This design comes from an exercise in tuning for small area on the open sky130 flow, not from production work. RTL that was checked went through simulation tests only; none was proved equivalent to the original. For run 2, only the layout was checked, not whether the RTL still works. No driver is modelled on the clock port, so clock power and skew are understated where the tree is cut down; a real chip needs a root buffer or a tree. Power figures rest on the tool's default switching activity, not on a simulated workload.

**flow/design.v**
```verilog
module top(
	clock, KEY,
	SW, LEDR_o,
	HEX0_o, HEX1_o, HEX2_o, HEX3_o, HEX4_o, HEX5_o
);
	input wire clock;
	input wire [3:0] KEY;
	input wire [9:0] SW;
	output wire [9:0] LEDR_o;
	output wire [6:0] HEX0_o, HEX1_o, HEX2_o, HEX3_o, HEX4_o, HEX5_o;
	function [6:0] dec7;
		input [3:0] g;
		reg [127:0] t;
		begin
			t = 128'h0e062146030810007802121930247940;
			dec7 = t[{g, 3'b000} +: 7];
		end
	endfunction
	function [3:0] rom;
		input [1:0] m;
		input [3:0] a;
		reg [63:0] t;
		begin
			case (m)
				2'd0: t = 64'h1111_1111_1111_1111;
				2'd3: t = 64'h2481_2821_8421_8481;
				default: t = 64'h2418_2182_8481_8241;
			endcase
			rom = t[{a, 2'b00} +: 4];
		end
	endfunction
	localparam [2:0] S_INIT = 3'b000, S_SETUP = 3'b001, S_PF = 3'b010, S_PU = 3'b011,
	                 S_NR = 3'b100, S_RES = 3'b101, S_CHK = 3'b110, S_PUE = 3'b111;
	reg [2:0] state, next_state;
	wire st_init = (state == S_INIT);
	wire st_setup = (state == S_SETUP);
	wire st_pf = (state == S_PF);
	wire st_pu = (state == S_PU) | (state == S_PUE);
	wire st_nr = (state == S_NR);
	wire st_res = (state == S_RES);
	wire r2 = st_init | st_nr;
	reg [1:0] level;
	reg [1:0] map;
	reg [3:0] target;
	reg [3:0] round;
	reg [3:0] tempo;
	reg [3:0] cnt;
	reg done;
	reg mism;
	reg [3:0] last;
	reg [3:0] k1, k2;
	reg [2:0] c8;
	reg [2:0] c5;
	reg [4:0] c25;
	reg [6:0] c83;
	wire win = (round == target);
	wire w25 = (c25 == 5'b10100);
	wire w83 = (c83 == 7'b0010100);
	wire p4is1 = ~c8[1] & c8[0];
	wire tick5 = p4is1 & c5[2];
	wire tick2 = tick5 & w25;
	wire tick1 = ~c8[2] & c8[1] & c8[0] & c5[2] & w25;
	wire tick3 = p4is1 & w83;
	always @(*) begin
		case (state)
			S_INIT: next_state = S_SETUP;
			S_SETUP: next_state = SW[0] ? S_PF : S_SETUP;
			S_PF: next_state = done ? S_PU : S_PF;
			S_PU: next_state = done ? S_CHK : ((tick1 & tempo[3]) ? S_PUE : S_PU);
			S_PUE: next_state = done ? S_CHK : S_RES;
			S_CHK: next_state = mism ? S_RES : S_NR;
			S_NR: next_state = win ? S_RES : S_PF;
			default: next_state = S_RES;
		endcase
	end
	always @(posedge clock)
		if (SW[1]) state <= S_INIT;
		else state <= next_state;
	always @(posedge clock) begin
		if (st_init) begin
			c8 <= 3'd0;
			c5 <= 3'd0;
			c25 <= 5'd0;
			c83 <= 7'd0;
		end else begin
			c8 <= c8 + 3'd1;
			c5 <= {c5[1] & c5[0], c5[1] ^ c5[0], ~c5[0] & ~c5[2]};
			if (c5[2]) c25 <= w25 ? 5'd0 : {c25[3:0], ~(c25[4] ^ c25[2])};
			c83 <= w83 ? 7'd0 : {c83[5:0], ~(c83[6] ^ c83[5])};
		end
	end
	reg speed;
	always @(*)
		case (level)
			2'd0: speed = tick5;
			2'd1: speed = tick1;
			2'd2: speed = tick2;
			default: speed = tick3;
		endcase
	always @(posedge clock) begin
		if (st_init) level <= 2'd0;
		else if (st_setup) level <= SW[9:8];
		if (st_init | st_setup) begin
			map <= SW[7:6];
			target <= SW[5:2];
		end
	end
	always @(posedge clock) begin
		k1 <= ~KEY;
		k2 <= k1;
	end
	wire [3:0] nbtn = k1 & ~k2;
	wire press = |nbtn;
	always @(posedge clock)
		if (st_init) round <= 4'd1;
		else if (st_nr & ~win) round <= round + 4'd1;
	always @(posedge clock)
		if (r2) tempo <= 4'd0;
		else if (st_pu & tick1) tempo <= tempo[3] ? 4'd0 : tempo + 4'd1;
	wire [3:0] sym = rom(map, cnt);
	wire step = (st_pf & speed) | (st_pu & press);
	wire [3:0] cnt1 = cnt + 4'd1;
	always @(posedge clock) begin
		if (r2 | (st_pf & done)) begin
			cnt <= 4'd0;
			done <= 1'b0;
		end else if (step) begin
			cnt <= cnt1;
			done <= (cnt1 == round);
		end
		if (step) last <= st_pf ? sym : nbtn;
		if (r2) mism <= 1'b0;
		else if (st_pu & press & ~done & (nbtn != sym)) mism <= 1'b1;
	end
	wire has = done | (cnt != 4'd0);
	assign LEDR_o[3:0] = (st_pf & has) ? last : 4'b0000;
	assign LEDR_o[4] = st_pf;
	assign LEDR_o[5] = st_pu;
	assign LEDR_o[9:6] = (st_pu & has) ? last : 4'b0000;
	assign HEX5_o = st_res ? (win ? 7'b011_1110 : 7'b111_0001) : 7'b011_1000;
	assign HEX4_o = st_res ? (win ? 7'b110_1101 : 7'b111_0001) : dec7({2'b00, level});
	assign HEX3_o = st_res ? (win ? 7'b111_1001 : 7'b110_1111) : 7'b111_1000;
	wire [6:0] d12 = dec7(st_res ? {level, round[3:2]} : tempo);
	assign HEX2_o = st_res ? (win ? 7'b101_0000 : 7'b111_0111) : d12;
	assign HEX1_o = st_res ? d12 : 7'b101_0000;
	assign HEX0_o = dec7(st_res ? {round[1:0], map} : round);
endmodule
```
**flow/flow/run.sh**
```bash
#!/bin/bash
# Layout flow: the standard flow (standard.sh), with these changes.
#  1. Synthesis is the standard synthesis, except that ABC maps the logic
#     with an area-oriented script (no buffering or upsizing) and the adder
#     step (extract_fa) is skipped. It is run once per flow/abc_*.script,
#     each in its own folder under trials/, and the run whose netlist has the
#     smallest cell area (buffers left out, as placement removes them) is
#     copied to orfs/ for the rest of the flow. Registers come from the same
#     dfflibmap step as in the standard synthesis in every run, so they keep
#     their names and cell types.
#  2. Port buffering uses sky130_fd_sc_hd__buf_1 (every port still gets
#     its own buffer).
#  4. Tie cells are not split per load (SKIP_REPAIR_TIE_FANOUT), so constant
#     outputs share one tie cell per value, as synthesis made them.
# Each step's full output goes to a log file in this folder (trials/*/synth.log,
# synth_pick.log, layout.log) besides ORFS's own logs.
set -euo pipefail
W=$(pwd)
LIB="$FLOW_HOME/platforms/sky130hd/lib/sky130_fd_sc_hd__tt_025C_1v80.lib"
rm -rf "$W/trials"
mkdir -p "$W/trials"
names=()
for s in "$W"/flow/abc_*.script; do
  n=$(basename "$s" .script)
  names+=("$n")
  T="$W/trials/$n"
  mkdir -p "$T"
  cp -r "$FLOW_HOME/scripts" "$T/scripts"
  cp "$s" "$T/scripts/abc_area.script"
done
run_trial() {
  local T="$W/trials/$1"
  bash "$W/standard.sh" "WORK_HOME=$T/orfs" "SCRIPTS_DIR=$T/scripts" ADDER_MAP_FILE= synth > "$T/synth.log" 2>&1 || true
}
jobs_max=${NUM_CORES:-4}
for n in "${names[@]}"; do
  while (( $(jobs -rp | wc -l) >= jobs_max )); do sleep 2; done
  run_trial "$n" &
done
wait
best=""
best_area=""
: > "$W/synth_pick.log"
for n in "${names[@]}"; do
  v="$W/trials/$n/orfs/results/sky130hd/top/base/1_2_yosys.v"
  o="$W/trials/$n/orfs/results/sky130hd/top/base/1_synth.odb"
  if [[ -f "$v" && -f "$o" ]]; then
    a=$(python3 "$W/flow/area.py" "$LIB" "$v")
    echo "$n $a" >> "$W/synth_pick.log"
    if [[ -z "$best" ]] || python3 -c "import sys; sys.exit(0 if float('$a') < float('$best_area') else 1)"; then
      best="$n"; best_area="$a"
    fi
  else
    echo "$n failed" >> "$W/synth_pick.log"
  fi
done
echo "picked $best $best_area" >> "$W/synth_pick.log"
[[ -n "$best" ]]
rm -rf "$W/orfs"
cp -a "$W/trials/$best/orfs" "$W/orfs"
export BUFFER_PORTS_ARGS="-buffer_cell sky130_fd_sc_hd__buf_1"
export CTS_ARGS="-sink_clustering_enable -repair_clock_nets -dont_use_dummy_load -buf_list sky130_fd_sc_hd__clkbuf_8 -root_buf sky130_fd_sc_hd__clkbuf_8"
export POST_CTS_TCL="$W/flow/clock_trim.tcl"
bash "$W/standard.sh" "POST_CTS_TCL=$POST_CTS_TCL" SKIP_REPAIR_TIE_FANOUT=1 "CTS_ARGS=$CTS_ARGS" "BUFFER_PORTS_ARGS=$BUFFER_PORTS_ARGS" finish > "$W/layout.log" 2>&1
```
**flow/flow/abc_a1.script**
```
strash
&get -n
&deepsyn -T 60 -S 0
&put
dch -f
amap -m
topo
dnsize -c
```
**flow/flow/abc_a2.script**
```
strash
&get -n
&deepsyn -T 60 -S 0
&put
dch -f
amap
topo
dnsize -c
```
**flow/flow/abc_a3.script**
```
strash
&get -n
&deepsyn -T 60 -S 1
&put
dch -f
amap -m
topo
dnsize -c
```
**flow/flow/abc_a4.script**
```
strash
&get -n
&deepsyn -T 60 -S 2
&put
dch -f
amap -m
topo
dnsize -c
```
**flow/flow/abc_a5.script**
```
strash
&get -n
&deepsyn -T 60 -S 3
&put
dch -f
amap -m
topo
dnsize -c
```
**flow/flow/abc_a6.script**
```
strash
&get -n
&deepsyn -T 60 -S 4
&put
dch -f
amap
topo
dnsize -c
```
**flow/flow/abc_a7.script**
```
strash
dch
map -a
topo
dnsize -c
```
**flow/flow/abc_a8.script**
```
strash
dch
amap
topo
dnsize -c
```
**flow/flow/area.py**
```python
# area.py LIB NETLIST: standard-cell area of a synthesized netlist, leaving out
# buffers (the layout flow removes synthesis buffers before placement).
import re, sys
lib = open(sys.argv[1]).read()
area = {}
for m in re.finditer(r'cell \("(\w+)"\)', lib):
    a = re.compile(r'area : ([\d.]+)').search(lib, m.start())
    area[m.group(1)] = float(a.group(1))
net = open(sys.argv[2]).read()
tot = 0.0
for c in re.findall(r'^\s*(sky130_fd_sc_hd__\w+)\s+\S+\s*\(', net, re.M):
    if re.search(r'__(clk)?buf_\d+$', c):
        continue
    tot += area[c]
print("%.4f" % tot)
```
**flow/flow/clock_trim.tcl**
```tcl
proc trim_clock_tree { port_name merge } {
  set block [ord::get_db_block]
  set pnet [[$block findBTerm $port_name] getNet]
  set its [$pnet getITerms]
  if { [llength $its] != 1 } { puts "trim: port drives [llength $its] cells, skipped"; return }
  set root [[lindex $its 0] getInst]
  if { ![string match "*clkbuf*" [[$root getMaster] getName]] } { puts "trim: no root buffer, skipped"; return }
  set rout ""
  foreach it [$root getITerms] { if { [$it isOutputSignal] } { set rout $it } }
  set rnet [$rout getNet]
  set leaves {}
  foreach it [$rnet getITerms] {
    if { [$it getInst] == $root } { continue }
    set inst [$it getInst]
    if { ![string match "*clkbuf*" [[$inst getMaster] getName]] } { puts "trim: root drives a non-buffer, skipped"; return }
    lappend leaves $inst
  }
  if { [llength $leaves] > 4 } { puts "trim: [llength $leaves] leaves, skipped"; return }
  foreach it [$rnet getITerms] {
    if { [$it getInst] == $root } { continue }
    $it disconnect
    $it connect $pnet
  }
  foreach it [$root getITerms] { $it disconnect }
  odb::dbInst_destroy $root
  odb::dbNet_destroy $rnet
  puts "trim: removed root buffer, port drives [llength $leaves] leaf buffers"
  if { !$merge || [llength $leaves] < 2 } { return }
  # leaf with fewest sinks
  set best ""; set bestn 100000
  foreach leaf $leaves {
    foreach it [$leaf getITerms] { if { [$it isOutputSignal] } { set n [llength [[$it getNet] getITerms]] } }
    if { $n < $bestn } { set bestn $n; set best $leaf }
  }
  set bx [lindex [$best getLocation] 0]; set by [lindex [$best getLocation] 1]
  set near ""; set nd 1e18
  foreach leaf $leaves {
    if { $leaf == $best } { continue }
    set d [expr { abs([lindex [$leaf getLocation] 0] - $bx) + abs([lindex [$leaf getLocation] 1] - $by) }]
    if { $d < $nd } { set nd $d; set near $leaf }
  }
  foreach it [$best getITerms] { if { [$it isOutputSignal] } { set bnet [$it getNet] } }
  foreach it [$near getITerms] { if { [$it isOutputSignal] } { set nnet [$it getNet] } }
  foreach it [$bnet getITerms] {
    if { [$it getInst] == $best } { continue }
    $it disconnect
    $it connect $nnet
  }
  foreach it [$best getITerms] { $it disconnect }
  odb::dbInst_destroy $best
  odb::dbNet_destroy $bnet
  puts "trim: merged a leaf with [expr {$bestn - 1}] sinks into [$near getName]"
}

trim_clock_tree clock 0
```
**flow/standard.sh**
```bash
#!/bin/bash
# synth_recipe.tcl (not shown) runs the flow's synth.tcl, then flattens the netlist and writes it again
# the make line also repeats each setting of config.mk as NAME=value (left out here)
make -C /OpenROAD-flow-scripts/flow DESIGN_CONFIG=/design/flow/config.mk WORK_HOME=/design/flow/orfs CLKGATE_MAP_FILE= SYNTH_SCRIPT=/design/flow/synth_recipe.tcl "${@:-finish}"
```
**flow/config.mk**
```make
export PLATFORM = sky130hd
export DESIGN_NAME = top
export DESIGN_NICKNAME = top
export VERILOG_FILES = /design/flow/design.v
export SDC_FILE = /design/flow/constraint.sdc
export NUM_CORES = 4
export LEC_CHECK = 0
export ABC_AREA = 1
export CAP_MARGIN = 0
export CORE_MARGIN = 2
export CORE_UTILIZATION = 40
export SLEW_MARGIN = 0
```
**flow/constraint.sdc**
```tcl
create_clock -name core_clock -period 10.0 [get_ports {clock}]
set_input_delay 2.0000 -clock core_clock [delete_from_list [all_inputs] [get_ports {clock}]]
set_output_delay 2.0000 -clock core_clock [all_outputs]
set_load 0.01 [all_outputs]
```
==> impl_metrics.yaml, run 1 <==
setup_path:
  ff2ff_path_depth: 12
  rr_startpoint: "round[1]"
  crit_fanout: 20
  cp_cell_sequence: "clkinv_1 -> nor3_2 -> clkinv_1 -> o22ai_1 -> nor2_1 -> nor2_1 -> clkinv_1 -> nor2_1 -> o21ai_0 -> o21ai_0 -> nor2b_1 -> buf_1"
  cp_slowest_cell: "nor3_2"
  path_class: "reg -> out"
  worstPathRequired_ps: 8000
  critPathArrivalTime_ps: 4340
  regToRegSetupSlack_ps: 7440
  crit_path_end_kind: "output port"
  timing.rr.end: "round[3]"
  slowest_delay_ps: 890
  cp-start-kind: "flip-flop"
layout:
  final_common_cell: "nor2_1"
  nets: 433
  postLayoutCellArea_um2: 3020
  syn_to_final_growth_pct: 10.2
  final_cell_mix: "80 x nor2_1, 60 x buf_1, 57 x clkinv_1"
  final_util_pct: 45.0
  fillerInstances: 706
  diodes: 0
  drive_gt1_share_pct: 1.20
sta:
  maxSlewHeadroom_pct: 30.4
  rsz0062_at_grt: "false"
  slew_violations: 0
  setup_viol: 0
  hold-worst-slack_ps: 353
  worst_pin_slew_ps: 1040
  max_freq_mhz: 158
  fin_setup_tns_ps: 0
  hold_viol_final: 0
  skew_ps: 26.3
  post-route-period-util_pct: 63.4
  period_minus_slack_ps: 6340
floorplan:
  dieHeight_um: 86.8
  core.rowCount: 30
  start_util_pct: 40.8
  die_w_um: 86.8
  io_pins: 67
  dieArea_um2: 7530
  core_um2: 6720
grt:
  grt_usage_pct: 15.8
  grt-ovfl-total: 0
  first_global_vias: 2182
  grt_pass1_wl_um: 9540
  grt_start_max_net_pins: 21
  antenna_found_initial: 0
logic_synthesis:
  yosysUniqueCellTypes: 40
  netlist_area_um2: 2740
  synth_warnings: 1
  postSynthCellCount: 366
  ys.flop_type: "dfxtp_1"
  syn_area_per_cell_um2: 7.49
  ys_seq_area_share_pct: 43.8
  synth_edf_count: 10
  async_flop_share_pct: 0
  ys_seq_elements: 55
routing:
  drcViolationCount: 0
  first_pass_iters: 4
  drt_iter0_drc: 99
  wire_per_inst_um: 12.0
  wl_um: 5950
  via_per_inst: 5.02
  vias: 2491
  detail-route-antenna-nets: 0
hold_path:
  whs_endpoint: "k2[0]"
  hp-start: "k1[0]"
  holdPathStages: 0
  hold_class: "reg -> reg"
clock_tree:
  clk_latency_ps: 160
  cts_sinks: 55
  clk_pin_slew_ps: 100
run:
  maxCapViolations: 0
placed_design:
  gp_congestion: 0.869
  dp_hpwl_um: 4650
  place_area_um2: 2970
  port_buffers: 60
power_and_ir_drop:
  power.net_switching_uw: 108
  comb_power_share_pct: 15.7
  seqPwrFrac_pct: 62.3
  switching_share_pct: 26.3
  vdd_drop_max_v: 0.0000745
  p_per_area_nw_per_um2: 135
  p_leak_nw: 1.09
  clkPwrFrac_pct: 22.1
  p_int_uw: 302
outcome:
  outcome: "finished clean"
cells in the mapped netlist, types with 3 or more instances:
cell	n	share of area, %
nor3_1	14	2.6
nor2_1	80	11
o22ai_1	12	2.7
a21oi_1	17	3.1
or2_0	7	1.6
dfxtp_1	45	33
a211oi_1	4	1.1
nor2b_1	6	1.4
o21ai_0	23	4.2
buf_4	14	3.8
clkinv_1	57	7.8
a221oi_1	5	1.6
nand2_1	27	3.7
edfxtp_1	10	11
a31oi_1	3	0.68
a22oi_1	5	1.4
and3_1	4	0.91
nor4_1	5	1.1
layer usage:
metal / wire length [um] / GRT usage [%] / vias up / share of wire [%]
li1: - / - / 1338 / -
met1: 2810 / 20.2 / 1086 / 47
met2: 2800 / 27.3 / 59 / 47
met3: 262 / 2.38 / 8 / 4.4
met4: 76 / 4.97 / 0 / 1.3
met5: 0 / 0 / - / 0
final cells by class:
class                      instances  area [um^2]  area share (%)
multi-input combinational        240         1230            40.6
sequential                        55         1200            39.8
timing repair buffer              60          225            7.45
inverter                          57          214            7.08
tap                               80          100            3.31
clock buffer                       4         55.1            1.82
critical path, delay by kind of cell, from the launching register on:
kind / cells / cell delay (ps)
compound gates: 3 / 960
buf+inv: 4 / 1270
flops: 1 / 470
simple gates: 5 / 1480
state kept, by name (all words and copies together) (netlist names):
| signal | flops |
|---|---|
| c25 | 5 |
| cnt | 4 |
| level | 2 |
| round | 4 |
| state | 3 |
| c8 | 3 |
| k2 | 4 |
| last | 4 |
| c83 | 7 |
| done | 1 |
| map | 2 |
| c5 | 3 |
| mism | 1 |
| k1 | 4 |
| target | 4 |
| tempo | 4 |
per-stage QoR:
| stage | setup WS (ps) | instances | total power, mW |
|---|---|---|---|
| after floorplan | 4300 | 366 | 0.307 |
| after global placement | 4070 | 492 | 0.324 |
| after detailed placement | 3860 | 492 | 0.325 |
| after global routing | 3130 | 496 | 0.435 |
| final | 3660 | 496 | 0.409 |
worst max path at each step:
stage / startpoint / to / slack (ps) / depth (start not counted)
2_1_floorplan: state[0] / HEX2_o[5] / 4300 / 10
3_3_place_gp: state[0] / HEX1_o[0] / 4070 / 12
3_5_place_dp: state[0] / HEX1_o[0] / 3860 / 12
5_1_grt: state[0] / HEX1_o[0] / 3130 / 12
6_report: state[0] / HEX1_o[0] / 3660 / 12
cell families after synthesis:
kind of cell	share of synthesized area [%]
AND/OR/NAND/NOR	24.5
other	0.274
AO/OA/AOI/OAI	19.8
flip-flops	43.8
buffers and inverters	11.6
power by group through the flow:
stage | clock [mW] | sequential, mW | combinational, mW
floorplan | 0 | 0.257 | 0.0498
global placement | 0 | 0.260 | 0.0641
detailed placement | 0 | 0.260 | 0.0647
global route | 0.103 | 0.258 | 0.0742
finish | 0.0904 | 0.255 | 0.0641
==> inputs of run 2 (changes only) <==
--- a/flow/design.v
+++ b/flow/design.v
@@ -47,3 +47,4 @@
 	reg [3:0] cnt;
-	reg done;
+	reg f;   
+	wire done;
 	reg mism;
@@ -125,6 +126,6 @@
 			cnt <= 4'd0;
-			done <= 1'b0;
+			f <= 1'b0;
 		end else if (step) begin
 			cnt <= cnt1;
-			done <= (cnt1 == round);
+			f <= 1'b1;
 		end
@@ -134,3 +135,4 @@
 	end
-	wire has = done | (cnt != 4'd0);
+	wire has = f;
+	assign done = f & (cnt == round);
 	assign LEDR_o[3:0] = (st_pf & has) ? last : 4'b0000;
--- a/flow/flow/run.sh
+++ b/flow/flow/run.sh
@@ -4,3 +4,4 @@
 #     with an area-oriented script (no buffering or upsizing) and the adder
-#     step (extract_fa) is skipped. It is run once per flow/abc_*.script,
+#     step (extract_fa) is skipped. It is run once per entry of trial_list
+#     (a deepsyn seed and a mapper filled into flow/abc_template.script),
 #     each in its own folder under trials/, and the run whose netlist has the
@@ -22,4 +23,7 @@
 names=()
-for s in "$W"/flow/abc_*.script; do
-  n=$(basename "$s" .script)
+# one trial per (deepsyn seed, mapper) pair, from flow/abc_template.script
+trial_list="0:amap_-m 1:amap_-m 2:amap_-m 3:amap_-m 4:amap_-m 5:amap_-m 6:amap_-m 7:amap_-m 8:amap_-m 9:amap_-m 10:amap_-m 11:amap_-m 0:amap 4:amap 6:amap 9:amap"
+for t in $trial_list; do
+  seed=${t%%:*}; map=${t#*:}; map=${map//_/ }
+  n="s${seed}_${t#*:}"
   names+=("$n")
@@ -28,3 +32,3 @@
   cp -r "$FLOW_HOME/scripts" "$T/scripts"
-  cp "$s" "$T/scripts/abc_area.script"
+  sed -e "s/SEED/$seed/" -e "s/MAP/$map/" "$W/flow/abc_template.script" > "$T/scripts/abc_area.script"
 done
==> flow/flow/abc_template.script (new file) <==
strash
&get -n
&deepsyn -T 60 -S SEED
&put
dch -f
MAP
topo
dnsize -c
removed: flow/flow/abc_a1.script
removed: flow/flow/abc_a2.script
removed: flow/flow/abc_a3.script
removed: flow/flow/abc_a4.script
removed: flow/flow/abc_a5.script
removed: flow/flow/abc_a6.script
removed: flow/flow/abc_a7.script
removed: flow/flow/abc_a8.script
==> run 2 against run 1 <==
Core utilization rose by 0.093 points. Flip-flop and latch count did not move. Count of clock-buffer cells in the layout did not move. Clock power rose by 2.9%. Highest routed layer unchanged.
==> impl_metrics.yaml, run 2 <==
outcome:
  outcome: "finished clean"
sta:
  period_minus_slack_ps: 5980
  fin_setup_tns_ps: 0
  slew_violations: 0
  max_freq_mhz: 167
  post-route-period-util_pct: 59.8
  hold_viol_final: 0
  rsz0062_at_grt: "false"
  setup_viol: 0
  skew_ps: 30.9
  hold-worst-slack_ps: 351
  worst_pin_slew_ps: 959
  maxSlewHeadroom_pct: 35.7
layout:
  largest_reg_flops: 7
  diodes: 0
  top_regs: "c83 (7), c25 (5)"
  syn_to_final_growth_pct: 10.2
  final_common_cell: "nor2_1"
  regMostFlops: "c83"
  drive_gt1_share_pct: 1.19
  final_cell_mix: "76 x nor2_1, 63 x clkinv_1, 60 x buf_1"
  final_cells: 501
  nets: 438
  fillerInstances: 692
grt:
  grt_start_max_net_pins: 21
  antenna_found_initial: 0
  first_global_vias: 2197
  grt_pass1_wl_um: 9680
  grt_usage_pct: 15.9
  grt-ovfl-total: 0
logic_synthesis:
  synth_edf_count: 10
  yosysMostFrequentCell: "nor2_1"
  ys_seq_elements: 55
  synth_area_leaders: "dfxtp_1 33%, edfxtp_1 11%, nor2_1 10%"
  ys_seq_area_share_pct: 43.7
  synth_common_cells: "76 x nor2_1, 63 x clkinv_1, 45 x dfxtp_1, 30 x nand2_1, 26 x o22ai_1"
  syn_area_per_cell_um2: 7.41
  yosysUniqueCellTypes: 34
  ys.flop_type: "dfxtp_1"
  netlist_area_um2: 2750
  async_flop_share_pct: 0
  synthDominantCellAreaShare_pct: 32.8
  postSynthCellCount: 371
  synth_area_leader_cell: "dfxtp_1"
  synth_warnings: 1
setup_path:
  path_class: "reg -> out"
  regToRegSetupSlack_ps: 6810
  worstPathRequired_ps: 8000
  crit_path_end_kind: "output port"
  timing.rr.end: "mism"
  rr_startpoint: "cnt[0]"
  ff2ff_path_depth: 17
  crit_fanout: 20
  cp-start-kind: "flip-flop"
  critPathArrivalTime_ps: 3980
hold_path:
  hold_class: "reg -> reg"
  holdPathStages: 0
  whs_endpoint: "k2[0]"
  hp-start: "k1[0]"
floorplan:
  core.rowCount: 30
  die_w_um: 86.9
  dieArea_um2: 7550
  dieHeight_um: 86.9
  core_um2: 6720
  io_pins: 67
  start_util_pct: 40.9
power_and_ir_drop:
  p_per_area_nw_per_um2: 130
  power_uw: 392
  vdd_drop_max_v: 0.0000882
  p_leak_nw: 1.02
clock_tree:
  cts_sinks: 55
  clk_latency_ps: 160
  clk_pin_slew_ps: 80
routing:
  drcViolationCount: 0
  detail-route-antenna-nets: 0
  vias: 2548
  drt_iter0_drc: 139
  via_per_inst: 5.09
  wl_um: 5870
  first_pass_iters: 5
  wire_per_inst_um: 11.7
placed_design:
  dpl.cell_count: 497
  dp_hpwl_um: 4580
  port_buffers: 60
  gp_congestion: 0.861
run:
  maxCapViolations: 0
run 2: cell types whose count changed after synthesis, moves of 3 or more:
cell      delta
o22ai_1     +14
clkinv_1     +6
nor2b_1      +6
a21oi_1      -5
nor2_1       -4
nand2_1      +3
o21ai_0      -3
run 2: critical path, cell delays in order (launching register included):
cell and delay [ps]:
dfxtp_1 460, clkinv_1 180, nor3_2 810, clkinv_1 740, o22ai_1 640, nor2_1 130
nand2_1 130, o211ai_1 160, o21ai_0 240, nor2_1 70, nor2_1 120, buf_1 150
run 2: report_power, final:
part | switching [mW] | internal, mW | total, mW | leakage [nW]
registers | 0.00960 | 0.240 | 0.249 | 0.467
logic | 0.0332 | 0.0168 | 0.0500 | 0.524
clock network | 0.0561 | 0.0369 | 0.0930 | 0.0288
total | 0.0989 | 0.293 | 0.392 | 1.02
run 2: layer usage:
metal	global-route usage (%)	up-vias	share of wire, %
li1	-	1350	-
met1	22.2	1129	51
met2	25.0	62	43
met3	2.37	7	4.4
met4	5.54	0	1.3
met5	0	-	0
run 2: cells by family after synthesis:
logic type	Yosys count	synth area share [%]
simple gates	155	24.9
compound gates	82	18.7
buf+inv	77	12.4
flops	55	43.7
other cells	2	0.273
run 2: cell type report:
type                            count  area (um^2)  share of cell area (%)
Clock buffer                        4         55.1                    1.82
Inverter                           63          236                    7.81
Multi-Input combinational cell    239         1210                    40.0
Sequential cell                    55         1200                    39.7
Tap cell                           80          100                    3.31
Timing Repair Buffer               60          225                    7.44
run 2: stage by stage:
step	utilization (%)	setup WS, ps	area, um^2
floorplan	-	4490	2750
global placement	44.2	4420	2970
detailed placement	44.2	4220	2970
global route	45.1	3540	3030
finish	45.1	4020	3030
run 2: worst max-delay path by stage:
stage / to / start / slack, ps / cells past startpoint
2_1_floorplan: HEX2_o[0] / state[0] / 4490 / 9
3_3_place_gp: HEX2_o[5] / state[0] / 4420 / 11
3_5_place_dp: HEX2_o[0] / state[0] / 4220 / 10
5_1_grt: HEX2_o[5] / state[0] / 3540 / 11
6_report: HEX2_o[5] / state[0] / 4020 / 11
==> inputs of run 3 (changes only) <==
--- a/flow/design.v
+++ b/flow/design.v
@@ -47,4 +47,3 @@
 	reg [3:0] cnt;
-	reg f;   
-	wire done;
+	reg done;
 	reg mism;
@@ -126,6 +125,6 @@
 			cnt <= 4'd0;
-			f <= 1'b0;
+			done <= 1'b0;
 		end else if (step) begin
 			cnt <= cnt1;
-			f <= 1'b1;
+			done <= (cnt1 == round);
 		end
@@ -135,4 +134,3 @@
 	end
-	wire has = f;
-	assign done = f & (cnt == round);
+	wire has = done | (cnt != 4'd0);
 	assign LEDR_o[3:0] = (st_pf & has) ? last : 4'b0000;
==> run 3 against run 2 <==
Sequential power barely moved. Synthesized cell count fell by 4.9%. Area after synthesis fell by 0.36%. Cell area fell by 0.50%. Non-clock buffer count did not move. Register-to-register slack improved by 350 ps. Core utilization fell by 0.22 points. Largest cell class is now registers. Fmax fell by 14%. Clock skew fell by 0.84 ps.
==> impl_metrics.yaml, run 3 <==
setup_path:
  regToRegSetupSlack_ps: 7160
  crit_path_end_kind: "output port"
  path_class: "reg -> out"
  crit_fanout: 21
  ff2ff_path_depth: 7
  critPathArrivalTime_ps: 4990
  critPathLaunch: "state[0]"
  rr_startpoint: "c25[1]"
  cp-start-kind: "flip-flop"
  timing.rr.end: "done"
  worstPathRequired_ps: 8000
layout:
  nets: 420
  final_util_pct: 44.8
  largest_reg_flops: 7
  regMostFlops: "c83"
  final_cell_mix: "63 x clkinv_1, 60 x nor2_1, 60 x buf_1"
  final_cells: 483
  top_regs: "c83 (7), c25 (5)"
  fillerInstances: 681
  diodes: 0
  drive_gt1_share_pct: 0.993
  syn_to_final_growth_pct: 10.1
  final_common_cell: "clkinv_1"
sta:
  skew_ps: 30.1
  hold-worst-slack_ps: 351
  maxSlewHeadroom_pct: 34.5
  slew_violations: 0
  worst_pin_slew_ps: 979
  setup_viol: 0
  post-route-period-util_pct: 69.9
  fin_setup_tns_ps: 0
  max_freq_mhz: 143
  rsz0062_at_grt: "false"
  period_minus_slack_ps: 6990
  hold_viol_final: 0
outcome:
  outcome: "finished clean"
routing:
  drcViolationCount: 0
  wire_per_inst_um: 12.1
  via_per_inst: 5.19
  first_pass_iters: 4
  vias: 2509
  detail-route-antenna-nets: 0
  wl_um: 5870
  drt_iter0_drc: 140
placed_design:
  dpl.cell_count: 479
  port_buffers: 60
  dp_hpwl_um: 4630
  gp_congestion: 0.891
floorplan:
  die_w_um: 86.7
  start_util_pct: 40.7
  dieArea_um2: 7520
  core_um2: 6720
  core.rowCount: 30
  dieHeight_um: 86.7
  io_pins: 67
grt:
  antenna_found_initial: 0
  grt-ovfl-total: 0
  first_global_vias: 2133
  grt_pass1_wl_um: 9600
  grt_usage_pct: 15.7
  grt_start_max_net_pins: 22
logic_synthesis:
  yosysMostFrequentCell: "clkinv_1"
  synth_area_leaders: "dfxtp_1 33%, edfxtp_1 11%, clkinv_1 8.6%"
  syn_area_per_cell_um2: 7.76
  postSynthCellCount: 353
  yosysUniqueCellTypes: 40
  netlist_area_um2: 2740
  synth_warnings: 1
  ys_seq_area_share_pct: 43.9
  ys_seq_elements: 55
  synth_edf_count: 10
  async_flop_share_pct: 0
  synthDominantCellAreaShare_pct: 32.9
  synth_common_cells: "63 x clkinv_1, 60 x nor2_1, 45 x dfxtp_1, 23 x nand2_1, 20 x o21ai_0"
  synth_area_leader_cell: "dfxtp_1"
  ys.flop_type: "dfxtp_1"
hold_path:
  holdPathStages: 0
  hp-start: "k1[1]"
  whs_endpoint: "k2[1]"
  hold_class: "reg -> reg"
run:
  maxCapViolations: 0
clock_tree:
  clk_latency_ps: 160
  cts_sinks: 55
  clk_pin_slew_ps: 100
power_and_ir_drop:
  vdd_drop_max_v: 0.000101
  p_leak_nw: 0.999
  power_uw: 393
  p_per_area_nw_per_um2: 131
-- run 3: changes by cell type in the layout (fill, tap and decap cells not counted), sizes merged, moves of 3 or more --
cell	previous run	this run
o32ai	2	6
o22ai	26	19
nand3	2	5
a211oi	3	7
nor2	76	60
nand2	30	23
-- run 3: how the worst max path moves through the flow --
stage	to	slack, ps	depth (start not counted)
floorplan	HEX2_o[2]	4220	15
global placement	HEX2_o[2]	3480	16
detailed placement	HEX1_o[2]	3330	15
global route	HEX2_o[2]	2380	16
finish	HEX1_o[2]	3010	15
-- run 3: where the power goes --
part           internal [mW]  switching (mW)
sequential             0.241          0.0105
clock                 0.0368          0.0539
combinational         0.0176          0.0336
total                  0.295          0.0980
-- run 3: routing by layer --
metal	share of wire [%]	global-route usage, %	vias up
met2	47	25.7	75
met3	5.9	3.81	2
met4	0.39	3.13	0
met5	0	0	-
met1	47	21.1	1115
li1	-	-	1317
-- run 3: worst max-delay path, stage by stage, from the launching register on --
cell      delay, ps
dfxtp_1         500
nand2_1          80
nor2_1          750
clkinv_1        750
o22ai_1         580
clkinv_1        260
o32ai_1         370
nor2_1          120
a211o_1         260
o21ai_0         150
nor3_1           80
a21oi_1         210
o221ai_1        190
o21ai_0         220
nor2b_1         150
buf_1           170
-- run 3: area by class of cell --
cell class	count	area [um^2]	share of cell area (%)
Tap cell	80	100	3.32
Timing Repair Buffer	60	225	7.48
Multi-Input combinational cell	221	1190	39.7
Clock buffer	4	55.1	1.83
Sequential cell	55	1200	39.9
Inverter	63	236	7.85
-- run 3: stage by stage --
stage / cell area (um^2) / setup WS (ps)
detailed placement: 2960 / 3330
global route: 3010 / 2380
finish: 3010 / 3010
floorplan: 2740 / 4220
global placement: 2960 / 3480
-- run 3: cells by family after synthesis --
| kind of cell | after synthesis | share of synthesized area (%) |
|---|---|---|
| compound gates | 89 | 21.9 |
| buf+inv | 77 | 12.5 |
| other cells | 2 | 0.274 |
| flops | 55 | 43.9 |
| simple gates | 130 | 21.4 |
==> inputs of run 4 (changes only) <==
--- a/flow/flow/clock_trim.tcl
+++ b/flow/flow/clock_trim.tcl
@@ -54,2 +54,30 @@
 
+proc downsize_clock_leaves { port_name small_cell max_slew_ns } {
+  set block [ord::get_db_block]
+  set pnet [[$block findBTerm $port_name] getNet]
+  foreach it [$pnet getITerms] {
+    set inst [$it getInst]
+    set old [[$inst getMaster] getName]
+    if { ![string match "*clkbuf*" $old] || $old == $small_cell } { continue }
+    set name [$inst getName]
+    set sta_inst [get_cells $name]
+    set onet [get_nets -of_objects [get_pins -of_objects $sta_inst -filter "direction==output"]]
+    replace_cell $sta_inst $small_cell
+    estimate_parasitics -placement
+    set w 0
+    foreach p [get_pins -of_objects $onet -filter "direction==input"] {
+      set sl [get_property $p slew_max]
+      if { $sl > $w } { set w $sl }
+    }
+    if { $w > $max_slew_ns } {
+      replace_cell $sta_inst $old
+      puts "downsize: $name stays $old (slew $w with $small_cell)"
+    } else {
+      puts "downsize: $name is now $small_cell (slew $w)"
+    }
+  }
+  estimate_parasitics -placement
+}
+
 trim_clock_tree clock 0
+downsize_clock_leaves clock sky130_fd_sc_hd__clkbuf_4 0.105
==> run 4 against run 3 <==
Sequential share of layout area increased by 0.083 points. Non-clock buffer count unchanged. Cell area decreased by 0.21%. Fmax decreased by 0.22%. Synthesized cell count unchanged. Clock skew decreased by 9.5 ps. Worst hold slack unchanged. Global-route usage unchanged. Area after synthesis unchanged.
==> impl_metrics.yaml, run 4 <==
logic_synthesis:
  ys_seq_area_share_pct: 43.9
  syn_area_per_cell_um2: 7.76
  yosysUniqueCellTypes: 40
  synth_common_cells: "63 x clkinv_1, 60 x nor2_1, 45 x dfxtp_1, 23 x nand2_1, 20 x o21ai_0"
  synthDominantCellAreaShare_pct: 32.9
  synth_area_leader_cell: "dfxtp_1"
  netlist_area_um2: 2740
  synth_area_leaders: "dfxtp_1 33%, edfxtp_1 11%, clkinv_1 8.6%"
  async_flop_share_pct: 0
  postSynthCellCount: 353
  ys.flop_type: "dfxtp_1"
  synth_warnings: 1
  yosysMostFrequentCell: "clkinv_1"
  synth_edf_count: 10
  ys_seq_elements: 55
power_and_ir_drop:
  p_leak_nw: 0.996
  power_uw: 389
  vdd_drop_max_v: 0.000101
  p_per_area_nw_per_um2: 129
placed_design:
  pre_cts_slack_ps: 3330
  gp_congestion: 0.891
  place_area_um2: 2960
  dp_hpwl_um: 4630
  port_buffers: 60
floorplan:
  start_util_pct: 40.7
  dieHeight_um: 86.7
  core_um2: 6720
  die_w_um: 86.7
  core.rowCount: 30
  io_pins: 67
  dieArea_um2: 7520
setup_path:
  slowest_delay_ps: 760
  crit_family: "compound AO/OA/AOI/OAI gates"
  crit_fanout: 21
  cp-start-kind: "flip-flop"
  critPathArrivalTime_ps: 5010
  worstPathRequired_ps: 8000
  cp_cell_sequence: "nand2_1 -> nor2_1 -> clkinv_1 -> o22ai_1 -> clkinv_1 -> o32ai_1 -> nor2_1 -> a211o_1 -> o21ai_0 -> nor3_1 -> a21oi_1 -> o221ai_1 -> o21ai_0 -> nor2b_1 -> buf_1"
  timing.rr.end: "cnt[1]"
  rr_startpoint: "c25[1]"
  regToRegSetupSlack_ps: 7170
  ff2ff_path_depth: 7
  crit_path_end_kind: "output port"
  cp_slowest_cell: "nor2_1"
  cp.buffers_inverters: 3
  path_class: "reg -> out"
hold_path:
  whs_endpoint: "k2[1]"
  holdPathStages: 0
  hp-start: "k1[1]"
  hold_class: "reg -> reg"
clock_tree:
  clk_pin_slew_ps: 100
  clk_latency_ps: 160
  cts_sinks: 55
sta:
  post-route-period-util_pct: 70.1
  period_minus_slack_ps: 7010
  maxSlewHeadroom_pct: 33.3
  rsz0062_at_grt: "false"
  skew_ps: 20.6
  worst_pin_slew_ps: 996
  fin_ws_ps: 2990
  hold_viol_final: 0
  setup_viol: 0
  fin_setup_tns_ps: 0
  max_freq_mhz: 143
  slew_violations: 0
grt:
  first_global_vias: 2133
  grt_usage_pct: 15.7
  grt-ovfl-total: 0
  grt_start_max_net_pins: 22
  grt_pass1_wl_um: 9600
  antenna_found_initial: 0
layout:
  final_common_cell: "clkinv_1"
  fillerInstances: 682
  diodes: 0
  regMostFlops: "c83"
  drive_gt1_share_pct: 0.993
  final_cell_mix: "63 x clkinv_1, 60 x nor2_1, 60 x buf_1"
  top_regs: "c83 (7), c25 (5)"
  seq_area_um2: 1200
  postLayoutCellArea_um2: 3010
  nets: 420
  largest_reg_flops: 7
  syn_to_final_growth_pct: 9.83
  final_util_pct: 44.7
  multi_input_area_um2: 1190
routing:
  drcViolationCount: 0
  met1Wirelength_um: 2770
  via_per_inst: 5.17
  first_pass_iters: 4
  detail-route-antenna-nets: 0
  highest_layer: "met4"
  vias: 2497
  wl_um: 5860
  wl_met2_um: 2740
  wire_per_inst_um: 12.1
  drt_iter0_drc: 139
  dr_wl_met3_um: 330
outcome:
  outcome: "finished clean"
run:
  maxCapViolations: 0
## run 4: cell counts after synthesis
Identical to the previous run, type by type.
## run 4: final cells by class
class / instances / area share [%]
Timing Repair Buffer: 60 / 7.49
Sequential cell: 55 / 40.0
Tap cell: 80 / 3.33
Inverter: 63 / 7.87
Clock buffer: 4 / 1.62
Multi-Input combinational cell: 221 / 39.7
## run 4: worst max path at each step
stage | cells past startpoint | to | start
after floorplan | 15 | HEX2_o[2] | state[0]
after global placement | 16 | HEX2_o[2] | state[0]
after detailed placement | 15 | HEX1_o[2] | state[0]
after global routing | 16 | HEX2_o[2] | state[0]
final | 15 | HEX1_o[2] | state[0]
## run 4: kinds of logic after synthesis
group           after synthesis  share of synthesized area (%)
other cells                   2                          0.274
buf+inv                      77                           12.5
compound gates               89                           21.9
flops                        55                           43.9
simple gates                130                           21.4
## run 4: where the power goes
part | internal, mW | switching [mW] | leakage (nW)
logic | 0.0176 | 0.0334 | 0.502
clock network | 0.0325 | 0.0539 | 0.0262
registers | 0.241 | 0.0105 | 0.468
total | 0.291 | 0.0978 | 0.996
## run 4: per-layer routing
metal	up-vias	global-route usage [%]
li1	1322	-
met1	1108	21.1
met2	65	25.7
met3	2	3.81
met4	0	3.13
met5	-	0
## run 4: stage by stage
stage,instances,hold slack [ps]
global placement,479,331
global route,483,363
floorplan,353,324
finish,483,351
detailed placement,479,334
==> inputs of run 5 (changes only) <==
--- a/flow/flow/run.sh
+++ b/flow/flow/run.sh
@@ -5,3 +5,3 @@
 #     step (extract_fa) is skipped. It is run once per entry of trial_list
-#     (a deepsyn seed and a mapper filled into flow/abc_template.script),
+#     (deepsyn seeds and a mapper filled into flow/abc_template.script),
 #     each in its own folder under trials/, and the run whose netlist has the
@@ -23,7 +23,9 @@
 names=()
-# one trial per (deepsyn seed, mapper) pair, from flow/abc_template.script
-trial_list="0:amap_-m 1:amap_-m 2:amap_-m 3:amap_-m 4:amap_-m 5:amap_-m 6:amap_-m 7:amap_-m 8:amap_-m 9:amap_-m 10:amap_-m 11:amap_-m 0:amap 4:amap 6:amap 9:amap"
+# One trial per entry "seeds:mapper". flow/abc_template.script is one pass
+# (deepsyn with the given seed, then mapping); an entry with seeds a-b runs
+# the pass once per seed, each on the previous pass's mapped result.
+trial_list="0:amap_-m 1:amap_-m 2:amap_-m 4:amap_-m 6:amap_-m 8:amap_-m 0:amap 6:amap 6-1:amap_-m 6-3:amap_-m 6-0:amap_-m 6-2:amap_-m 1-6:amap_-m 1-3:amap_-m 1-0:amap_-m 0-6:amap_-m"
 for t in $trial_list; do
-  seed=${t%%:*}; map=${t#*:}; map=${map//_/ }
-  n="s${seed}_${t#*:}"
+  seeds=${t%%:*}; map=${t#*:}; map=${map//_/ }
+  n="s${seeds}_${t#*:}"
   names+=("$n")
@@ -32,3 +34,7 @@
   cp -r "$FLOW_HOME/scripts" "$T/scripts"
-  sed -e "s/SEED/$seed/" -e "s/MAP/$map/" "$W/flow/abc_template.script" > "$T/scripts/abc_area.script"
+  : > "$T/scripts/abc_area.script"
+  for seed in ${seeds//-/ }; do
+    sed -e "s/SEED/$seed/" -e "s/MAP/$map/" "$W/flow/abc_template.script" >> "$T/scripts/abc_area.script"
+  done
+  printf 'topo\ndnsize -c\n' >> "$T/scripts/abc_area.script"
 done
==> flow/flow/abc_template.script (replaced) <==
strash
&get -n
&deepsyn -T 60 -S SEED
&put
dch -f
MAP
==> run 5 against run 4 <==
Die area decreased by 0.48%. Global-route usage increased by 0.056 points. Area after synthesis decreased by 0.50%. Non-clock buffer count increased by 1. Critical path depth increased by 1. Still clean. Fmax increased by 12%. Setup slack improved by 740 ps. Register-to-register slack got worse by 110 ps.
==> impl_metrics.yaml, run 5 <==
outcome:
  outcome: "finished clean"
power_and_ir_drop:
  power.net_switching_uw: 120
  clkPwrFrac_pct: 20.5
  p_leak_nw: 1.04
  vdd_drop_max_v: 0.0000981
  p_int_uw: 307
  seqPwrFrac_pct: 61.3
  comb_power_share_pct: 18.2
  p_per_area_nw_per_um2: 142
  switching_share_pct: 28.2
floorplan:
  core_um2: 6680
  dieArea_um2: 7490
  io_pins: 67
  core.rowCount: 30
  start_util_pct: 40.8
  dieHeight_um: 86.5
  die_w_um: 86.5
logic_synthesis:
  ys_seq_elements: 55
  synth_edf_count: 10
  synth_common_cells: "70 x nor2_1, 59 x clkinv_1, 45 x dfxtp_1, 27 x nand2_1, 24 x o22ai_1"
  netlist_area_um2: 2720
  yosysUniqueCellTypes: 35
  synth_warnings: 1
  ys.flop_type: "dfxtp_1"
  synth_area_leader_cell: "dfxtp_1"
  yosysMostFrequentCell: "nor2_1"
  synth_area_leaders: "dfxtp_1 33%, edfxtp_1 11%, nor2_1 9.6%"
  async_flop_share_pct: 0
  synthDominantCellAreaShare_pct: 33.1
  ys_seq_area_share_pct: 44.1
  syn_area_per_cell_um2: 7.59
  postSynthCellCount: 359
sta:
  hold-worst-slack_ps: 353
  skew_ps: 21.0
  max_freq_mhz: 160
  slew_violations: 0
  period_minus_slack_ps: 6260
  rsz0062_at_grt: "false"
  worst_pin_slew_ps: 902
  setup_viol: 0
  hold_viol_final: 0
  maxSlewHeadroom_pct: 39.7
  post-route-period-util_pct: 62.6
  fin_setup_tns_ps: 0
setup_path:
  worstPathRequired_ps: 8000
  timing.rr.end: "cnt[3]"
  crit_path_end_kind: "output port"
  crit_fanout: 22
  regToRegSetupSlack_ps: 7060
  critPathArrivalTime_ps: 4260
  cp-start-kind: "flip-flop"
  path_class: "reg -> out"
  rr_startpoint: "c25[0]"
  ff2ff_path_depth: 9
clock_tree:
  clk_pin_slew_ps: 100
  clk_latency_ps: 160
  cts_sinks: 55
layout:
  final_common_cell: "nor2_1"
  multi_input_area_um2: 1200
  drive_gt1_share_pct: 1.22
  syn_to_final_growth_pct: 10.2
  postLayoutCellArea_um2: 3000
  fillerInstances: 703
  largest_reg_flops: 7
  nets: 427
  diodes: 0
  seq_area_um2: 1200
  final_cell_mix: "70 x nor2_1, 60 x buf_1, 59 x clkinv_1"
  regMostFlops: "c83"
  top_regs: "c83 (7), c25 (5)"
hold_path:
  whs_endpoint: "k2[3]"
  holdPathStages: 0
  hold_class: "reg -> reg"
  hp-start: "k1[3]"
routing:
  wire_per_inst_um: 12.0
  vias: 2502
  first_pass_iters: 4
  drcViolationCount: 0
  via_per_inst: 5.11
  detail-route-antenna-nets: 0
  wl_um: 5890
  drt_iter0_drc: 108
grt:
  grt_pass1_wl_um: 9650
  antenna_found_initial: 0
  first_global_vias: 2154
  grt-ovfl-total: 0
  grt_usage_pct: 15.7
  grt_start_max_net_pins: 23
placed_design:
  place_area_um2: 2950
  dp_hpwl_um: 4580
  port_buffers: 60
  gp_congestion: 0.891
run:
  maxCapViolations: 0
-- run 5: changes by cell type in the layout (fill, tap and decap cells not counted), sizes merged, moves of 3 or more --
cell / before / now
o21ai: 20 / 16
o22ai: 19 / 24
a21oi: 10 / 13
nand2: 23 / 27
or2: 7 / 4
nor2: 60 / 70
a31oi: 3 / 6
clkinv: 63 / 59
-- run 5: cell type report --
cell class / instances / area share (%)
Clock buffer: 4 / 1.63
Inverter: 59 / 7.38
Multi-Input combinational cell: 231 / 39.9
Sequential cell: 55 / 40.0
Tap cell: 80 / 3.34
Timing Repair Buffer: 61 / 7.76
-- run 5: logic make-up after synthesis --
logic type | Yosys count | synth area share [%]
and+or+nand+nor | 141 | 22.7
AOI/OAI and AO/OA | 87 | 20.6
buffers and inverters | 73 | 12.0
DFF | 55 | 44.1
other | 2 | 0.276
xor gates and xnor gates | 1 | 0.322
-- run 5: worst max-delay path by stage --
stage	to	cells after the start	start	slack, ps
finish	HEX2_o[2]	16	state[0]	3740
global route	HEX2_o[2]	16	state[0]	3100
detailed placement	HEX2_o[2]	16	state[0]	3990
global placement	HEX2_o[2]	16	state[0]	4050
floorplan	HEX2_o[2]	14	state[0]	3750
-- run 5: worst max-delay path, cell delays in order (launching register included) --
cell      delay (ps)
dfxtp_1          460
clkinv_1         220
nor3_1           220
buf_4            230
clkinv_1         480
o22ai_1          530
clkinv_1         230
o32ai_1          340
nor2_1           130
a211oi_1         240
a21oi_1          120
clkinv_1          70
o32ai_1           90
a211oi_1         290
a21oi_1          130
a21oi_1          170
buf_1            170
-- run 5: metrics by stage --
step           power [mW]  std cells  util, %  setup WS (ps)
5_1_grt             0.452        490     44.9           3100
3_3_place_gp        0.344        486     44.2           4050
3_5_place_dp        0.345        486     44.2           3990
2_1_floorplan       0.325        359        -           3750
6_report            0.427        490     44.9           3740
-- run 5: per-layer routing --
| layer | track usage [%] | vias up | routed length, um |
|---|---|---|---|
| li1 | - | 1335 | - |
| met1 | 21.3 | 1131 | 2950 |
| met2 | 26.2 | 30 | 2690 |
| met3 | 2.57 | 6 | 189 |
| met4 | 4.12 | 0 | 55 |
| met5 | 0 | - | 0 |
-- run 5: power groups by stage --
stage	clock (mW)	sequential [mW]	combinational (mW)
2_1_floorplan	0	0.263	0.0615
3_3_place_gp	0	0.267	0.0772
3_5_place_dp	0	0.267	0.0780
5_1_grt	0.0972	0.265	0.0894
6_report	0.0876	0.262	0.0778
==> inputs of run 6 (changes only) <==
--- a/flow/flow/run.sh
+++ b/flow/flow/run.sh
@@ -26,3 +26,3 @@
 # the pass once per seed, each on the previous pass's mapped result.
-trial_list="0:amap_-m 1:amap_-m 2:amap_-m 4:amap_-m 6:amap_-m 8:amap_-m 0:amap 6:amap 6-1:amap_-m 6-3:amap_-m 6-0:amap_-m 6-2:amap_-m 1-6:amap_-m 1-3:amap_-m 1-0:amap_-m 0-6:amap_-m"
+trial_list="6:amap_-m 1:amap_-m 0:amap 6:amap 6-1:amap_-m 6-3:amap_-m 6-0:amap_-m 1-0:amap_-m 6-4:amap_-m 6-1-0:amap_-m 6-1-3:amap_-m 6-1-6:amap_-m"
 for t in $trial_list; do
==> run 6 against run 5 <==
Area after synthesis down 0.28%. Sequential share of layout area about the same. Flip-flop and latch count unchanged. Synthesized cell count is 0.28% lower. Largest power group unchanged. Fmax is 0.15% lower. Final cell count decreased by 0.20%. Critical path type unchanged. Non-clock buffer count unchanged. Wire length is 0.61% lower. Sequential power is essentially flat.
==> impl_metrics.yaml, run 6 <==
logic_synthesis:
  synth_area_leader_cell: "dfxtp_1"
  syn_area_per_cell_um2: 7.59
  synth_top_family_by_area: "simple AND/OR/NAND/NOR gates"
  yosysMostFrequentCell: "nor2_1"
  synth_common_cells: "67 x nor2_1, 60 x clkinv_1, 45 x dfxtp_1, 26 x nand2_1, 25 x o22ai_1"
  ys_seq_area_share_pct: 44.2
  yosysUniqueCellTypes: 35
  async_flop_share_pct: 0
  postSynthCellCount: 358
  synthDominantCellAreaShare_pct: 33.2
  synth.area.mux_share_pct: 0
  synth-compound-area-share_pct: 21.0
  synth-simple-area-share_pct: 22.0
  synth_warnings: 1
  synth_area_leaders: "dfxtp_1 33%, edfxtp_1 11%, nor2_1 9.3%"
  synth_edf_count: 10
  netlist_area_um2: 2720
  synth-adder-area-share_pct: 0
  ys.flop_type: "dfxtp_1"
  ys_seq_elements: 55
  synth_xor_area_share_pct: 0.322
setup_path:
  crit_path_end_kind: "output port"
  cp-start-kind: "flip-flop"
  path_class: "reg -> out"
  cp_slowest_cell: "o22ai_1"
  ff2ff_path_depth: 11
  critPathArrivalTime_ps: 4270
  cp_common_cell: "clkinv_1"
  regToRegSetupSlack_ps: 7070
  slowest_delay_ps: 530
  worstPathRequired_ps: 8000
  timing.rr.end: "cnt[3]"
  rr_startpoint: "c25[1]"
  cp_cell_sequence: "clkinv_1 -> nor3_1 -> buf_4 -> clkinv_1 -> o22ai_1 -> clkinv_1 -> o32ai_1 -> nor2_1 -> a211oi_1 -> a21oi_1 -> clkinv_1 -> o32ai_1 -> a211oi_1 -> a21oi_1 -> a21oi_1 -> buf_1"
  crit_fanout: 22
clock_tree:
  clk_pin_slew_ps: 90
  cts_sinks: 55
  clk_latency_ps: 160
layout:
  drive_gt1_share_pct: 1.22
  final_cell_mix: "67 x nor2_1, 60 x clkinv_1, 60 x buf_1"
  diodes: 0
  regMostFlops: "c83"
  syn_to_final_growth_pct: 10.4
  nets: 426
  largest_reg_flops: 7
  final_common_cell: "nor2_1"
  top_regs: "c83 (7), c25 (5)"
placed_design:
  port_buffers: 60
  dp_hpwl_um: 4630
  gp_congestion: 0.772
sta:
  period_minus_slack_ps: 6270
  maxSlewHeadroom_pct: 41.9
  max_freq_mhz: 159
  hold_viol_final: 0
  post-route-period-util_pct: 62.7
  setup_viol: 0
  slew_violations: 0
  worst_pin_slew_ps: 869
  fin_setup_tns_ps: 0
  rsz0062_at_grt: "false"
  skew_ps: 21.7
routing:
  vias: 2515
  detail-route-antenna-nets: 0
  drcViolationCount: 0
  first_pass_iters: 4
  wl_um: 5850
  drt_iter0_drc: 65
  via_per_inst: 5.14
  wire_per_inst_um: 12.0
floorplan:
  core.rowCount: 30
  dieHeight_um: 86.4
  core_um2: 6680
  dieArea_um2: 7470
  io_pins: 67
  start_util_pct: 40.7
  die_w_um: 86.4
grt:
  grt_start_max_net_pins: 23
  grt_pass1_wl_um: 9810
  first_global_vias: 2204
  grt-ovfl-total: 0
  antenna_found_initial: 0
  grt_usage_pct: 16.1
power_and_ir_drop:
  power_uw: 431
  p_leak_nw: 1.04
  vdd_drop_max_v: 0.000124
  p_per_area_nw_per_um2: 144
outcome:
  outcome: "finished clean"
hold_path:
  holdPathStages: 0
  hold_class: "reg -> reg"
  hp-start: "k1[3]"
  whs_endpoint: "k2[3]"
run:
  maxCapViolations: 0
-- run 6: critical path: cells and delay by family, from the launching register on --
family,cells,cell delay [ps]
compound gates,8,1940
simple gates,2,350
buf+inv,6,1370
flops,1,460
-- run 6: area by class of cell --
class / count / area (um^2)
multi-input cells: 229 / 1180
clock buffers: 4 / 55.1
flip-flops and latches: 55 / 1200
well taps: 80 / 100
repair buffers: 61 / 233
inverters: 60 / 225
fillers: 691 / 3680
-- run 6: how the worst max path moves through the flow --
| stage | from | to | slack (ps) | cells after the start |
|---|---|---|---|---|
| after global routing | state[0] | HEX2_o[2] | 3190 | 16 |
| final | state[0] | HEX2_o[2] | 3730 | 16 |
| after floorplan | state[0] | HEX2_o[2] | 3750 | 14 |
| after global placement | state[0] | HEX2_o[2] | 4100 | 16 |
| after detailed placement | state[0] | HEX2_o[2] | 3980 | 16 |
-- run 6: cells by family (layout without fill, tap and decap cells) --
logic type / Yosys count / count (layout)
AO/OA/AOI/OAI: 90 / 90
other: 2 / 2
buffers and inverters: 74 / 125
AND/OR/NAND/NOR: 136 / 136
XOR/XNOR: 1 / 1
flip-flops: 55 / 55
-- run 6: where the power goes --
group	total (mW)	switching (mW)	internal, mW	leakage (nW)
logic	0.0783	0.0510	0.0273	0.544
clock network	0.0912	0.0543	0.0368	0.0288
registers	0.262	0.0144	0.247	0.467
total	0.431	0.120	0.311	1.04
-- run 6: per-layer routing --
metal | vias up | GRT usage [%] | part of all wire (%)
met5 | - | 0 | 0
met3 | 6 | 3.14 | 5.1
met1 | 1128 | 21.1 | 48
met2 | 49 | 27.3 | 46
met4 | 0 | 3.69 | 0.96
li1 | 1332 | - | -
-- run 6: per-stage QoR --
stage                     setup WS (ps)  hold WS, ps  area, um^2  util (%)  cells
after global placement             4100          332        2940      44.1    485
final                              3730          352        3000      44.9    489
after detailed placement           3980          337        2940      44.1    485
after global routing               3190          364        3000      44.9    489
after floorplan                    3750          324        2720         -    358
==> inputs of run 7 (changes only) <==
--- a/flow/flow/run.sh
+++ b/flow/flow/run.sh
@@ -15,4 +15,2 @@
 #     outputs share one tie cell per value, as synthesis made them.
-# Each step's full output goes to a log file in this folder (trials/*/synth.log,
-# synth_pick.log, layout.log) besides ORFS's own logs.
 set -euo pipefail
@@ -26,3 +24,3 @@
 # the pass once per seed, each on the previous pass's mapped result.
-trial_list="6:amap_-m 1:amap_-m 0:amap 6:amap 6-1:amap_-m 6-3:amap_-m 6-0:amap_-m 1-0:amap_-m 6-4:amap_-m 6-1-0:amap_-m 6-1-3:amap_-m 6-1-6:amap_-m"
+trial_list="0:amap_-m 1:amap_-m 2:amap_-m 4:amap_-m 6:amap_-m 8:amap_-m 0:amap 6:amap 6-1:amap_-m 6-3:amap_-m 6-0:amap_-m 6-2:amap_-m 1-6:amap_-m 1-3:amap_-m 1-0:amap_-m 0-6:amap_-m"
 for t in $trial_list; do
@@ -73,2 +71,2 @@
 export POST_CTS_TCL="$W/flow/clock_trim.tcl"
-bash "$W/standard.sh" "POST_CTS_TCL=$POST_CTS_TCL" SKIP_REPAIR_TIE_FANOUT=1 "CTS_ARGS=$CTS_ARGS" "BUFFER_PORTS_ARGS=$BUFFER_PORTS_ARGS" finish > "$W/layout.log" 2>&1
+bash "$W/standard.sh" "POST_CTS_TCL=$POST_CTS_TCL" SKIP_REPAIR_TIE_FANOUT=1 REMOVE_ABC_BUFFERS=1 "CTS_ARGS=$CTS_ARGS" "BUFFER_PORTS_ARGS=$BUFFER_PORTS_ARGS" finish > "$W/layout.log" 2>&1
--- a/flow/config.mk
+++ b/flow/config.mk
@@ -11,2 +11,3 @@
 export CORE_UTILIZATION = 40
+export GPL_TIMING_DRIVEN = 0
 export SLEW_MARGIN = 0
==> run 7 against run 6 <==
Clock skew increased by 3.1 ps. First-iteration DRC count rose by 40%. Fmax decreased by 12%.
==> impl_metrics.yaml, run 7 <==
routing:
  drt_iter0_drc: 91
  vias: 2505
  drcViolationCount: 0
  detail-route-antenna-nets: 0
  wire_per_inst_um: 11.9
  first_pass_iters: 4
  wl_um: 5810
  via_per_inst: 5.12
floorplan:
  io_pins: 67
  core.rowCount: 30
  dieHeight_um: 86.5
  start_util_pct: 40.8
  dieArea_um2: 7490
  die_w_um: 86.5
  core_um2: 6680
power_and_ir_drop:
  seqPwrFrac_pct: 60.6
  p_leak_nw: 1.04
  comb_power_share_pct: 18.0
  vdd_drop_max_v: 0.0000686
  switching_share_pct: 28.0
  p_per_area_nw_per_um2: 144
  clkPwrFrac_pct: 21.4
  p_int_uw: 311
  power.net_switching_uw: 121
logic_synthesis:
  synth_warnings: 1
  postSynthCellCount: 359
  syn_area_per_cell_um2: 7.59
  synth_area_leaders: "dfxtp_1 33%, edfxtp_1 11%, nor2_1 9.6%"
  ys_seq_area_share_pct: 44.1
  netlist_area_um2: 2720
  synth_common_cells: "70 x nor2_1, 59 x clkinv_1, 45 x dfxtp_1, 27 x nand2_1, 24 x o22ai_1"
  async_flop_share_pct: 0
  yosysUniqueCellTypes: 35
  ys_seq_elements: 55
  synth_area_leader_cell: "dfxtp_1"
  synth_edf_count: 10
  ys.flop_type: "dfxtp_1"
  yosysMostFrequentCell: "nor2_1"
  synthDominantCellAreaShare_pct: 33.1
layout:
  fillerInstances: 694
  syn_to_final_growth_pct: 10.3
  regMostFlops: "c83"
  postLayoutCellArea_um2: 3000
  drive_gt1_share_pct: 1.22
  multi_input_area_um2: 1200
  largest_reg_flops: 7
  diodes: 0
  top_regs: "c83 (7), c25 (5)"
  nets: 426
  final_common_cell: "nor2_1"
  final_cell_mix: "70 x nor2_1, 60 x buf_1, 59 x clkinv_1"
  seq_area_um2: 1200
clock_tree:
  cts_sinks: 55
  clk_pin_slew_ps: 100
  clk_latency_ps: 160
setup_path:
  cp_common_cell: "clkinv_1"
  cp_slowest_cell: "nor3_2"
  crit_family: "compound AO/OA/AOI/OAI gates"
  cp-start-kind: "flip-flop"
  critPathArrivalTime_ps: 5090
  cp_cell_sequence: "clkinv_1 -> nor3_2 -> clkinv_1 -> o22ai_1 -> clkinv_1 -> o32ai_1 -> nor2_1 -> a211oi_1 -> a21oi_1 -> clkinv_1 -> o32ai_1 -> a211oi_1 -> a21oi_1 -> a21oi_1 -> buf_1"
  crit_fanout: 22
  worstPathRequired_ps: 8000
  cp.buffers_inverters: 5
  path_class: "reg -> out"
  slowest_delay_ps: 820
  crit_path_end_kind: "output port"
grt:
  first_global_vias: 2207
  antenna_found_initial: 0
  grt-ovfl-total: 0
  grt_pass1_wl_um: 9670
  grt_start_max_net_pins: 23
  grt_usage_pct: 15.7
placed_design:
  place_area_um2: 2950
  gp_congestion: 0.802
  dp_hpwl_um: 4410
  port_buffers: 60
outcome:
  outcome: "finished clean"
hold_path:
  hold_class: "reg -> reg"
sta:
  setup_viol: 0
  period_minus_slack_ps: 7090
  rsz0062_at_grt: "false"
  fin_setup_tns_ps: 0
  hold_viol_final: 0
  post-route-period-util_pct: 70.9
  worst_pin_slew_ps: 961
  slew_violations: 0
  maxSlewHeadroom_pct: 35.6
  max_freq_mhz: 141
  skew_ps: 24.8
run:
  maxCapViolations: 0
## run 7: area by class of cell
cell class,instances,area share (%)
Tap cell,80,3.33
Clock buffer,4,1.83
Inverter,59,7.37
Sequential cell,55,40.0
Multi-Input combinational cell,231,40.0
Timing Repair Buffer,60,7.50
## run 7: logic make-up (layout without fill, tap and decap cells)
logic type,after synthesis,in the layout,synth area share (%)
compound gates,87,87,20.6
xor+xnor,1,1,0.322
buf+inv,73,123,12.0
flops,55,55,44.1
other cells,2,2,0.276
simple gates,141,141,22.7
## run 7: power groups by stage
stage                     clock network [mW]  registers [mW]  logic (mW)
after global placement                     0           0.267      0.0762
after floorplan                            0           0.263      0.0586
final                                 0.0927           0.262      0.0776
after detailed placement                   0           0.267      0.0781
after global routing                   0.103           0.266      0.0897
## run 7: path summary, 6_finish.rpt
path,startpoint,endpoint,slack (ps),depth (start not counted)
max,state[0],HEX2_o[2],2910,15
min,k1[1],k2[1],350,0
max reg2reg,c25[1],cnt[3],7020,11
min reg2reg,k1[1],k2[1],350,0
## run 7: routing by layer
layer / global-route usage (%) / wire [um]
met1: 21.8 / 2900
met2: 26.0 / 2700
met3: 2.57 / 176
met4: 3.27 / 35
met5: 0 / 0
## run 7: through the flow
step | std cells | util [%] | setup WS [ps] | power (mW) | hold slack [ps]
global route | 489 | 45.0 | 2220 | 0.459 | 363
global placement | 485 | 44.1 | 2240 | 0.343 | 331
detailed placement | 485 | 44.1 | 3090 | 0.345 | 335
finish | 489 | 45.0 | 2910 | 0.432 | 352
floorplan | 345 | - | 3530 | 0.322 | 324

## what the ideal ports hide
The results above use ideal ports. As a check the final layouts listed here were re-extracted and re-timed, cells and wires unchanged. Step 1 (the two cells are an assumption about what drives the block):
set clk [get_ports {clock}]
set_driving_cell -lib_cell sky130_fd_sc_hd__clkbuf_16 $clk
set_driving_cell -lib_cell sky130_fd_sc_hd__buf_2 [delete_from_list [all_inputs] $clk]
Step 2 adds t to the input delays and takes it off the output delays; t is the mean of the earliest and latest rising clock arrival at the registers after step 1. Input paths then give back, and output paths get back, about the clock's delay inside the block. Slacks: ideal ports / drivers / drivers and shift; pairs: ideal ports / drivers.
run	t, ns	slack for setup (ns)	hold WS [ns]	latest minus earliest clock arrival (ns)	worst data-port slew with drivers (ns)
run 1	0.196	3.662 / 3.611 / 3.807	0.353 / 0.353 / 0.353	0.027 / 0.026	0.03
run 2	0.204	4.020 / 3.966 / 4.169	0.351 / 0.351 / 0.351	0.031 / 0.031	0.03
run 3	0.193	3.007 / 2.959 / 3.152	0.351 / 0.351 / 0.351	0.031 / 0.031	0.04
run 4	0.197	2.992 / 2.945 / 3.141	0.351 / 0.351 / 0.351	0.021 / 0.021	0.04
run 5	0.202	3.736 / 3.684 / 3.886	0.353 / 0.353 / 0.353	0.022 / 0.021	0.04
run 6	0.196	3.726 / 3.676 / 3.871	0.352 / 0.352 / 0.352	0.022 / 0.023	0.04
run 7	0.198	2.911 / 2.858 / 3.056	0.352 / 0.352 / 0.352	0.024 / 0.025	0.03
After both steps setup and hold are still met in every run listed.
